This is an optimization exercise on Yosys and OpenROAD, whose aim is small area, not a production implementation. Only simulation tests tie the RTL to the original design; equivalence was not proved. Power figures rest on the tool's default switching activity, not on a simulated workload.

==> build 53 <==
==> flow/design.v (excerpt) <==
module cpu
    #(
        parameter OPTION_RESET_ADDR = 32'hbfc00000,
        parameter OPTION_TRAP_ADDR =  32'hbfc00180
    )
    (
        input               CLK,
        input               RESET_I,
        output      [31:0]  CADDR_O,
        output      [1:0]   CTRANS_O,
        input       [31:0]  CRDATA_I,
        input               CREADY_I,
        input       [1:0]   CRESP_I,
        output      [31:0]  DADDR_O,
        output      [1:0]   DTRANS_O,
        output      [2:0]   DSIZE_O,
        input       [31:0]  DRDATA_I,
        output      [31:0]  DWDATA_O,
        output              DWRITE_O,
        input               DREADY_I,
        input       [1:0]   DRESP_I,
        input       [4:0]   HWIRQ_I,
        input               STALL_I
    );
clock: 11.0 ns
lec_check: 0
cap_margin: 20
core_margin: 2
core_utilization: 40
setup_slack_margin: 0.5
slew_margin: 20
synth_hierarchical: 1
synth_minimum_keep_size: 0
standard.sh (not shown) runs the stock make flow with config.mk's settings and CLKGATE_MAP_FILE= SYNTH_SCRIPT=/design/flow/synth_recipe.tcl, a recipe that flattens the netlist after the stock synthesis.
==> flow/flow/run.sh <==
#!/bin/bash
# Standard ORFS layout, with clock tree synthesis that inserts no dummy loads
# and smaller port buffers. Each tool's output is in orfs/logs/; make's own
# output is in make.log.
set -euo pipefail
export CTS_ARGS="-sink_clustering_enable -repair_clock_nets -dont_use_dummy_load"
export BUFFER_PORTS_ARGS="-buffer_cell sky130_fd_sc_hd__buf_2"
bash standard.sh > make.log 2>&1
==> inputs of build 97, as changes to build 53 <==
--- a/flow/design.v
+++ b/flow/design.v
@@ -262,14 +262,14 @@
         4'b0001: s2_excode = 5'b01000;
         default: s2_excode = 5'b00000;
         endcase
     end
     wire s2_trap = (|s2_break_syscall) | s2_trap_cop_unusable | s2_irq_final;
     wire s2_skip_seq_instr = s2_trap | s2_eret;
-    wire [29:0] s2_pc_branch_hi = s12r_pc[31:2] + {{14{s12r_ir[15]}}, s12r_ir[15:0]} + 30'd1;
-    wire [31:0] s2_pc_branch = {s2_pc_branch_hi, s12r_pc[1:0]};
+    wire [31:0] s2_pc_branch;
+    cpu_badd u_badd (.pc(s12r_pc), .imm(s12r_ir[15:0]), .q(s2_pc_branch));
     wire [31:0] s2_pc_jump = {s01r_pc[31:28], s12r_ir[25:0], 2'b00};
     wire s2_te   = s2_trap | s2_eret;
     wire s2_f_jr = ~s2_te & (s2_flow_sel == 2'b01);
     wire s2_f_j  = ~s2_te & (s2_flow_sel == 2'b10);
     wire s2_f_b  = ~s2_te & (s2_flow_sel == 2'b11);
     wire s2_f_br = s2_f_b & s2_bxx_cond_val;
@@ -407,30 +407,34 @@
         end
     end
     assign DADDR_O = s23r_mem_addr;
     assign DTRANS_O = s23r_mem_trans;
     assign DSIZE_O = {1'b0, s23r_mem_size};
     assign DWRITE_O = s23r_store_en;
-    reg [31:0] s3_load_data;
-    always @(*) begin
-        case ({s23r_mem_size, s23r_mem_addr[1:0]})
-        4'b0011: s3_load_data = DRDATA_I[7:0];
-        4'b0010: s3_load_data = DRDATA_I[15:8];
-        4'b0001: s3_load_data = DRDATA_I[23:16];
-        4'b0000: s3_load_data = DRDATA_I[31:24];
-        4'b0110: s3_load_data = DRDATA_I[15:0];
-        4'b0100: s3_load_data = DRDATA_I[31:16];
-        default: s3_load_data = DRDATA_I;
-        endcase
-        if (~s23r_load_exz) begin
-            case (s23r_mem_size)
-            2'b00: s3_load_data[31:8] = {24{s3_load_data[7]}};
-            2'b01: s3_load_data[31:16] = {16{s3_load_data[15]}};
-            endcase
-        end
-    end
+    wire [1:0]  s3_sz = s23r_mem_size;
+    wire [1:0]  s3_ad = s23r_mem_addr[1:0];
+    wire        s3_byte = (s3_sz == 2'b00);
+    wire        s3_half = (s3_sz == 2'b01);
+    wire        s3_b0 = s3_byte & (s3_ad == 2'd0);
+    wire        s3_b1 = s3_byte & (s3_ad == 2'd1);
+    wire        s3_b2 = s3_byte & (s3_ad == 2'd2);
+    wire        s3_b3 = s3_byte & (s3_ad == 2'd3);
+    wire        s3_h0 = s3_half & (s3_ad == 2'd0);
+    wire        s3_h2 = s3_half & (s3_ad == 2'd2);
+    wire        s3_w  = s3_sz[1] | (s3_half & s3_ad[0]);    
+    wire        s3_sx = ~s23r_load_exz;
+    wire        s3_sgnb = (DRDATA_I[31] & s3_b0) | (DRDATA_I[23] & s3_b1) |
+                          (DRDATA_I[15] & s3_b2) | (DRDATA_I[7] & s3_b3);
+    wire        s3_sgnh = s3_h0 ? DRDATA_I[31] : DRDATA_I[15];
+    wire [31:0] s3_load_data;
+    assign s3_load_data[7:0] = ({8{s3_b0}} & DRDATA_I[31:24]) | ({8{s3_b1 | s3_h0}} & DRDATA_I[23:16]) |
+                               ({8{s3_b2}} & DRDATA_I[15:8]) | ({8{s3_b3 | s3_h2 | s3_w}} & DRDATA_I[7:0]);
+    assign s3_load_data[15:8] = ({8{s3_h0}} & DRDATA_I[31:24]) | ({8{s3_h2 | s3_w}} & DRDATA_I[15:8]) |
+                                {8{s3_byte & s3_sx & s3_sgnb}};
+    assign s3_load_data[31:16] = ({16{s3_sz[1] | (s3_half & s3_ad[0] & ~s3_sx)}} & DRDATA_I[31:16]) |
+                                 {16{(s3_byte & s3_sx & s3_sgnb) | (s3_half & s3_sx & s3_sgnh)}};
     reg        s34r_wb_csr_en;
     reg [3:0]  s34r_csr_xindex;
     reg        s34r_trap;
     reg        s34r_eret;
     reg [4:0]  s34r_excode;
     always @(posedge CLK) begin
@@ -568,6 +572,23 @@
     cpu_aoi222 u1 (.a0(sel[3]), .b0(d[3]), .a1(sel[4]), .b1(d[4]), .a2(sel[5]), .b2(d[5]), .y(t1));
     cpu_nand2 u2 (.a(t0), .b(t1), .y(q));
 endmodule
 module cpu_nand2(input a, input b, output y);
     assign y = ~(a & b);
 endmodule
+module cpu_badd(input [31:0] pc, input [15:0] imm, output [31:0] q);
+    wire [16:0] lo = {1'b0, pc[17:2]} + {1'b0, imm} + 17'd1;
+    wire [13:0] hi = pc[31:18];
+    wire        up = lo[16] & ~imm[15];
+    wire        dn = ~lo[16] & imm[15];
+    wire [13:0] t1, t0;      
+    assign t1[0] = 1'b1;
+    assign t0[0] = 1'b1;
+    genvar i;
+    generate
+        for (i = 1; i < 14; i = i + 1) begin : g_t
+            assign t1[i] = t1[i-1] & hi[i-1];
+            assign t0[i] = t0[i-1] & ~hi[i-1];
+        end
+    endgenerate
+    assign q = {hi ^ ((t1 & {14{up}}) | (t0 & {14{dn}})), lo[15:0], pc[1:0]};
+endmodule
==> flow/flow/run.sh (replaced) <==
#!/bin/bash
# Standard ORFS layout, with clock tree synthesis that inserts no dummy loads
# and uses mid-size clock buffers in small clusters, and smaller port
# buffers. Each tool's output is in orfs/logs/; make's own output is in make.log.
set -euo pipefail
export CTS_ARGS="-sink_clustering_enable -repair_clock_nets -dont_use_dummy_load -buf_list sky130_fd_sc_hd__clkbuf_8 -sink_clustering_size 16 -sink_clustering_max_diameter 50"
export BUFFER_PORTS_ARGS="-buffer_cell sky130_fd_sc_hd__buf_2"
bash standard.sh > make.log 2>&1
Settings changed: CAP_MARGIN 20 to 0, SETUP_SLACK_MARGIN 0.5 to 0.3, SLEW_MARGIN 20 to 0.
==> run summary <==
| item | build 97 | build 53 |
|---|---|---|
| Cell at the slowest stage of the critical path | sky130_fd_sc_hd__or3_1 | sky130_fd_sc_hd__nand4_1 |
| Half-perimeter wire length after placement | 183000 microns | 185000 microns |
| Area after DPL | 0.0695 sq mm | 0.0698 sq mm |
| Number of vias in the routed layout | 53800 | 54200 |
| Cell Area, Synth | 0.0643 sq mm | 0.0644 sq mm |
| Fraction of the mapped netlist area in adder cells | 0.0177 | 0.0198 |
| Overall track demand over capacity in global routing | 0.326 | 0.332 |
| Switching power of the nets | 3960 uW | 4400 uW |
| Part of the total power dissipated in sequential elements | 0.540 | 0.479 |
| Logic gate share of total power | 0.221 | 0.207 |
| Area growth, synth to finish | 11.3% | 14.6% |
| Core box area | 0.160 sq mm | 0.160 sq mm |
| Antenna violations before repair | 29 | 21 |
| Resize count post-CTS | 0 | 1 |
| Power of the combinational group | 2660 uW | 2880 uW |
| Seq pwr | 6480 uW | 6650 uW |
| Run status | complete, no violations | complete, no violations |
| Placer Congestion | 1.07 | 1.00 |
| Number of clock buffers in the layout | 141 | 152 |
| Pre-CTS worst setup slack | 1.88 ns | 1.35 ns |

-- static timing again, ports no longer ideal --
The results above use ideal ports. As a check the final layouts listed here were re-extracted and re-timed, cells and wires unchanged. Step 1 sets driving cells, clkbuf_16 on the clock port and buf_2 on the other inputs (assumed; they add their load-dependent delay and slew). Step 2 times the ports against the registers' clock, not the clock port: input delays grow and output delays shrink by t, the midpoint of the rising clock arrivals with the driver on. Three values: ideal, step 1, step 2; two values: the first two.
run	shift t [ns]	setup WS [ns]	latest minus earliest clock arrival (ns)
build 53	0.855	0.779 / 0.690 / 1.545	0.097 / 0.097
build 97	0.962	0.605 / 0.523 / 1.485	0.147 / 0.148
After both steps every run listed still meets setup and hold.
